Source: an optimization exercise on an open RTL-to-GDS flow (aim: small area, a short achievable clock period and few clock cycles). Production flows keep margins and buffers that such runs may drop.
Function was checked by simulation only, so behaviour that the tests miss may differ from the original.
No activity file was given, so power comes from the tool's default toggle rates.

==> flow/design.v <==
module demosaic(clk, reset, in_en, data_in, wr_r, addr_r, wdata_r, rdata_r, wr_g, addr_g, wdata_g, rdata_g, wr_b, addr_b, wdata_b, rdata_b, done);
input clk;
input reset;
input in_en;
input [7:0] data_in;
output reg wr_r;
output reg [13:0] addr_r;
output reg [7:0] wdata_r;
input [7:0] rdata_r;
output reg wr_g;
output reg [13:0] addr_g;
output reg [7:0] wdata_g;
input [7:0] rdata_g;
output reg wr_b;
output reg [13:0] addr_b;
output reg [7:0] wdata_b;
input [7:0] rdata_b;
output reg done;
localparam M_STREAM = 2'd0, M_LAST = 2'd1, M_POST = 2'd2;
reg [1:0] mode;
reg [13:0] pos;
reg pre;          
reg last;         
reg q0, q1, q2;   
reg [7:0] mo_p, mo_q, uo;    
reg [8:0] vr;                
reg [9:0] vm;                
reg [7:0] to_q, me_b;        
reg [8:0] p1, p2;            
reg [7:0] te;                
reg [8:0] w_a, w_b;          
wire stream = (mode == M_STREAM);
wire [5:0] rb = pos[13:8];
wire [5:0] cb = pos[6:1];
wire [5:0] radj = rb + (pos[7] ? 6'h3f : 6'h01);
wire [5:0] cadj = cb + (stream ? 6'h3f : 6'h01);
wire [5:0] c6p2 = cb + 6'd2;
wire [5:0] smp1 = rb + 6'd2;
wire is_r = ~pos[7] &  pos[0];
wire is_b =  pos[7] & ~pos[0];
wire is_g = ~(is_r | is_b);
wire post = (mode == M_POST) & ~done;
wire [5:0] s  = rb;
wire [5:0] c6 = cb;
wire [5:0] sm = radj;          
wire fin = q1 & last & (s == 6'd62);
wire [8:0] rl = mo_p + mo_q;
wire [9:0] rd = vm + rdata_b;
wire [7:0] sum_r = q0 ? rl[8:1] : q1 ? vr[8:1] : rd[9:2];
wire [9:0] tg = p1 + p2;
wire [7:0] sum_g = tg[9:2];
wire [8:0] bl = te + rdata_r;
wire [9:0] bd = w_a + w_b;
wire [7:0] sum_b = q0 ? bl[8:1] : q1 ? bd[9:2] : w_b[8:1];
always @(posedge clk or posedge reset) begin
    if (reset) begin
        mode <= M_STREAM;
        done <= 1'b0;
    end else begin
        case (mode)
            M_STREAM: if (in_en && (&pos)) mode <= M_LAST;
            M_LAST:   mode <= M_POST;
            default:  if (post && fin) done <= 1'b1;
        endcase
    end
end
always @(posedge clk) begin
    if (reset) begin
        pos <= 14'd0;
        wr_r <= 1'b0; wr_g <= 1'b0; wr_b <= 1'b0;
    end else if (mode == M_STREAM) begin
        wr_r <= in_en; wr_g <= in_en; wr_b <= in_en;
        if (in_en) pos <= pos + 14'd1;
    end else if (mode == M_LAST) begin
        wr_r <= 1'b0; wr_g <= 1'b0; wr_b <= 1'b0;
        pos <= {6'd0, 1'b0, 6'd63, 1'b0};
        pre <= 1'b1; last <= 1'b0;
        q0 <= 1'b1; q1 <= 1'b0; q2 <= 1'b0;
    end else if (post) begin
        q0 <= q2 | (q1 & last);
        q1 <= q0;
        q2 <= q1 & ~last;
        if (q1 & last) begin
            pos[13:8] <= sm; pre <= 1'b1; last <= 1'b0;
        end
        if (q2) begin
            pre <= 1'b0; pos[6:1] <= cadj; last <= (c6 == 6'd62);
        end
        wr_r <= (q0 & ~pre) | (q1 & ~last & ~pre) | q2;
        wr_g <= (q0 & ~pre & ~last) | q2;
        wr_b <= (q0 & ~pre & ~last) | (q1 & ~last & ~pre) | q2;
    end else begin
        wr_r <= 1'b0; wr_g <= 1'b0; wr_b <= 1'b0;
    end
end
always @(posedge clk) begin
    if (q0) te <= rdata_r;
    if (q1) begin
        mo_p <= mo_q; mo_q <= rdata_g;
        to_q <= rdata_b;
    end
    if (q2) uo <= rdata_b;
    if (q2) me_b <= rdata_g;
    else if (q0 & pre) me_b <= rdata_b;    
end
always @(posedge clk) begin
    w_b <= q0 ? rdata_r + rdata_g : w_b;
    w_a <= w_b;                         
    vr  <= uo + mo_q;                   
    vm  <= vr + rdata_g;                
    p1  <= me_b + to_q;                 
    p2  <= rdata_r + (q1 ? rdata_b : rdata_g);
end
reg ra_r, ra_g, c_r, c_g, c_b;       
reg [1:0] ra_b;                      
reg c2_g;                            
reg r0_r, r0_g, r0_b, k0_r, k0_g, k0_b;    
always @(*) begin
    if (stream) begin
        ra_r = is_g; ra_g = is_b; ra_b = {1'b0, is_r};
        c_r = ~is_r; c_g = ~is_g; c_b = ~is_b; c2_g = 1'b0;
        r0_r = pos[7]; r0_g = pos[7]; r0_b = pos[7];
        k0_r = pos[0]; k0_g = pos[0]; k0_b = pos[0];
    end else if (q0) begin           
        ra_r = 1'b1; ra_g = 1'b1; ra_b = 2'd0;
        c_r = 1'b0; c_g = 1'b0; c_b = 1'b0; c2_g = 1'b0;
        r0_r = 1'b0; r0_g = 1'b0; r0_b = 1'b1;
        k0_r = 1'b0; k0_g = 1'b1; k0_b = 1'b1;
    end else if (q1 & ~last) begin   
        ra_r = 1'b0; ra_g = 1'b1; ra_b = 2'd1;
        c_r = 1'b0; c_g = 1'b0; c_b = 1'b0; c2_g = 1'b1;
        r0_r = 1'b1; r0_g = 1'b0; r0_b = 1'b0;
        k0_r = 1'b1; k0_g = 1'b0; k0_b = 1'b1;
    end else if (q2) begin           
        ra_r = 1'b0; ra_g = 1'b0; ra_b = 2'd1;
        c_r = 1'b1; c_g = 1'b1; c_b = 1'b1; c2_g = 1'b0;
        r0_r = 1'b1; r0_g = 1'b1; r0_b = 1'b0;
        k0_r = 1'b0; k0_g = 1'b0; k0_b = 1'b0;
    end else begin                   
        ra_r = 1'b1; ra_g = 1'b1; ra_b = 2'd2;
        c_r = 1'b0; c_g = 1'b0; c_b = 1'b0; c2_g = 1'b0;
        r0_r = 1'b1; r0_g = 1'b1; r0_b = 1'b0;
        k0_r = 1'b0; k0_g = 1'b0; k0_b = 1'b0;
    end
end
always @(posedge clk) begin
    if (mode[0]) begin
        addr_r <= {7'd1, 7'd126}; addr_g <= {7'd1, 7'd126}; addr_b <= {7'd2, 7'd126};
    end else begin
        addr_r <= {ra_r ? radj : rb, r0_r, c_r ? cadj : cb, k0_r};
        addr_g <= {ra_g ? radj : rb, r0_g, c2_g ? c6p2 : c_g ? cadj : cb, k0_g};
        addr_b <= {ra_b[1] ? smp1 : ra_b[0] ? radj : rb, r0_b, c_b ? cadj : cb, k0_b};
    end
    if (stream) begin
        wdata_r <= data_in; wdata_g <= data_in; wdata_b <= data_in;
    end else begin
        wdata_r <= sum_r; wdata_g <= sum_g; wdata_b <= sum_b;
    end
end
endmodule
==> flow/config.mk <==
export PLATFORM = sky130hd
export DESIGN_NAME = demosaic
export DESIGN_NICKNAME = demosaic
export VERILOG_FILES = /design/flow/design.v
export SDC_FILE = /design/flow/constraint.sdc
export NUM_CORES = 4
export LEC_CHECK = 0
export CAP_MARGIN = 20
export CORE_MARGIN = 2
export CORE_UTILIZATION = 50
export CTS_BUF_LIST = sky130_fd_sc_hd__clkbuf_8
export SETUP_SLACK_MARGIN = 3.1
export SLEW_MARGIN = 20
==> flow/constraint.sdc <==
create_clock -name core_clock -period 5.5 [get_ports {clk}]
set_input_delay 1.1000 -clock core_clock [delete_from_list [all_inputs] [get_ports {clk}]]
set_output_delay 1.1000 -clock core_clock [all_outputs]
set_load 0.01 [all_outputs]
standard.sh (not shown) runs the stock make flow with config.mk's settings and CLKGATE_MAP_FILE= SYNTH_SCRIPT=/design/flow/synth_recipe.tcl, a recipe that flattens the netlist after the stock synthesis.
==> flow/flow/run.sh <==
#!/bin/bash
# Standard layout, but with small port buffers instead of the delay-cell
# default that buffer_ports picks.
cp standard.sh standard_sh_copy.log
export BUFFER_PORTS_ARGS="-buffer_cell sky130_fd_sc_hd__buf_1"
bash standard.sh > standard.log 2>&1
The first run went through all stages and came out clean.
Testbench counts at the start, summed over its fixed seeds: cycles 457,744.
Rerun with:
Settings changed: CORE_UTILIZATION 50 to 60, SETUP_SLACK_MARGIN 3.1 to 3.2.
Final area stays flat.
Register-to-register slack gets worse by 0.02 ns.
Fmax went up by 1.2%.
Die area went down by 16%.
Critical path depth went up by 1.
Worst setup slack gets better by 0.028 ns.
Cell count went down by 3.4%.
Combinational power went up by about 5%.
Clock power went down by 3.7%.
Synthesized area does not change.
Wire length went down by 2.0%.
Rerun with:
Settings changed: CORE_UTILIZATION 60 to 40.
What happened: Core utilization shrinks by 23 points. Worst hold slack is worse by 0.0035 ns. Via count shrinks by 1.1%. Count of clock-buffer cells in the layout shrinks by 1.

========
== job 1993 ==
RTL: the design.v shown in full above, as it stands there.
clock: 5.5 ns
lec_check: 0
cap_margin: 20
core_margin: 2
core_utilization: 40
cts_buf_list: sky130_fd_sc_hd__clkbuf_8
setup_slack_margin: 3.3
slew_margin: 20
Scripts as last shown in full above: flow/flow/run.sh
Testbench counts of job 1993, summed over its fixed seeds: cycles 457,744.
### job 1993 -> job 7047
Settings: CORE_UTILIZATION now 50, was 40; SETUP_SLACK_MARGIN now 3.2, was 3.3.
Job 7047 was carried through to the last stage, and its layout satisfied the timing, DRC and antenna checks. Job 7047 ended up with p2[7] as its critical path capture point; job 1993 ended up with p2[6]. Wire length of the first global-routing pass, job 1993 and job 7047: smaller value in job 7047. Pin count of the biggest net entering global routing (job 7047 over job 1993): increase, 6. Diff job 1993 and job 7047: total number of vias higher in job 1993. [compare] base=job 1993 new=job 7047: hold slack about even, worst path arrival time -0.08 ns. [compare] base=job 1993 new=job 7047: final instance area saw a decrease, post-detailed-route via-to-cell ratio saw an increase, combinational power saw a decrease, clock skew saw a decrease, number of flip-flops and latches in the synthesized netlist saw little to no change.
Input-level comparison between job 9689 and job 7047:
Settings: CORE_UTILIZATION now 40, was 50; CTS_BUF_LIST now sky130_fd_sc_hd__clkbuf_4 sky130_fd_sc_hd__clkbuf_8, was sky130_fd_sc_hd__clkbuf_8.
## What came out
Switching power total (higher): job 9689. Job 9689 has sequential fraction of total cell area below what job 7047 had. Between job 7047 and job 9689, time the worst path needs with I/O delays and setup is lower for job 7047, job 9689 comes in above that. Re global-route usage: job 7047 and job 9689 aren't equal, and the lower value belongs to job 9689.
For job 4392, these inputs were changed with respect to job 9689:
Settings: changing SETUP_SLACK_MARGIN from 3.2 to 3; changing CTS_BUF_LIST from sky130_fd_sc_hd__clkbuf_4 sky130_fd_sc_hd__clkbuf_8 to sky130_fd_sc_hd__clkbuf_8.
## What came out
- Every run in the comparison, job 4392 and job 9689, completed the flow with a clean layout.
- Power (lower): job 4392
- When job 4392 is set beside job 9689, its longest individual stage delay on the worst path turns out to be 0.04 ns larger.
- Count of non-filler cells in the finished layout ends up lower on job 4392.

-- separate check: timing with driven ports --
In the flow no input, the clock included, has a driving cell. The finished layouts below were timed again as built, in two steps. Step 1 sets driving cells, clkbuf_16 on the clock port and buf_2 on the other inputs (assumed; they add their load-dependent delay and slew). Step 2 moves the port delays by t, midway between the first and last clock arrival at a register: inputs arrive t later, outputs are due t later. That takes back most of the time a late clock gives input paths. a / b / c = no drivers / after step 1 / after step 2; a / b = the first two.
run	t (ns)	slack for setup (ns)	worst setup path after step 2	worst data-port slew with drivers (ns)	cell pins on the clock port's net
the first run of note 1	0.493	3.117 / 3.117 / 2.624	input to register	0.07	1
the second run of note 1	0.506	3.145 / 3.136 / 2.629	input to register	0.06	1
the third run of note 1	0.510	3.195 / 3.191 / 2.681	input to register	0.07	1
job 1993	0.506	3.160 / 3.154 / 2.648	input to register	0.07	1
job 7047	0.508	3.198 / 3.217 / 2.708	input to register	0.06	1
job 9689	0.511	3.195 / 3.191 / 2.680	input to register	0.07	1
job 4392	0.524	3.050 / 3.070 / 2.546	input to register	0.05	1
After both steps setup and hold are still met in every run listed. The setup slack of the second run of note 1, which loses most, moves by -0.009 ns with the drivers and by -0.516 ns with both steps.
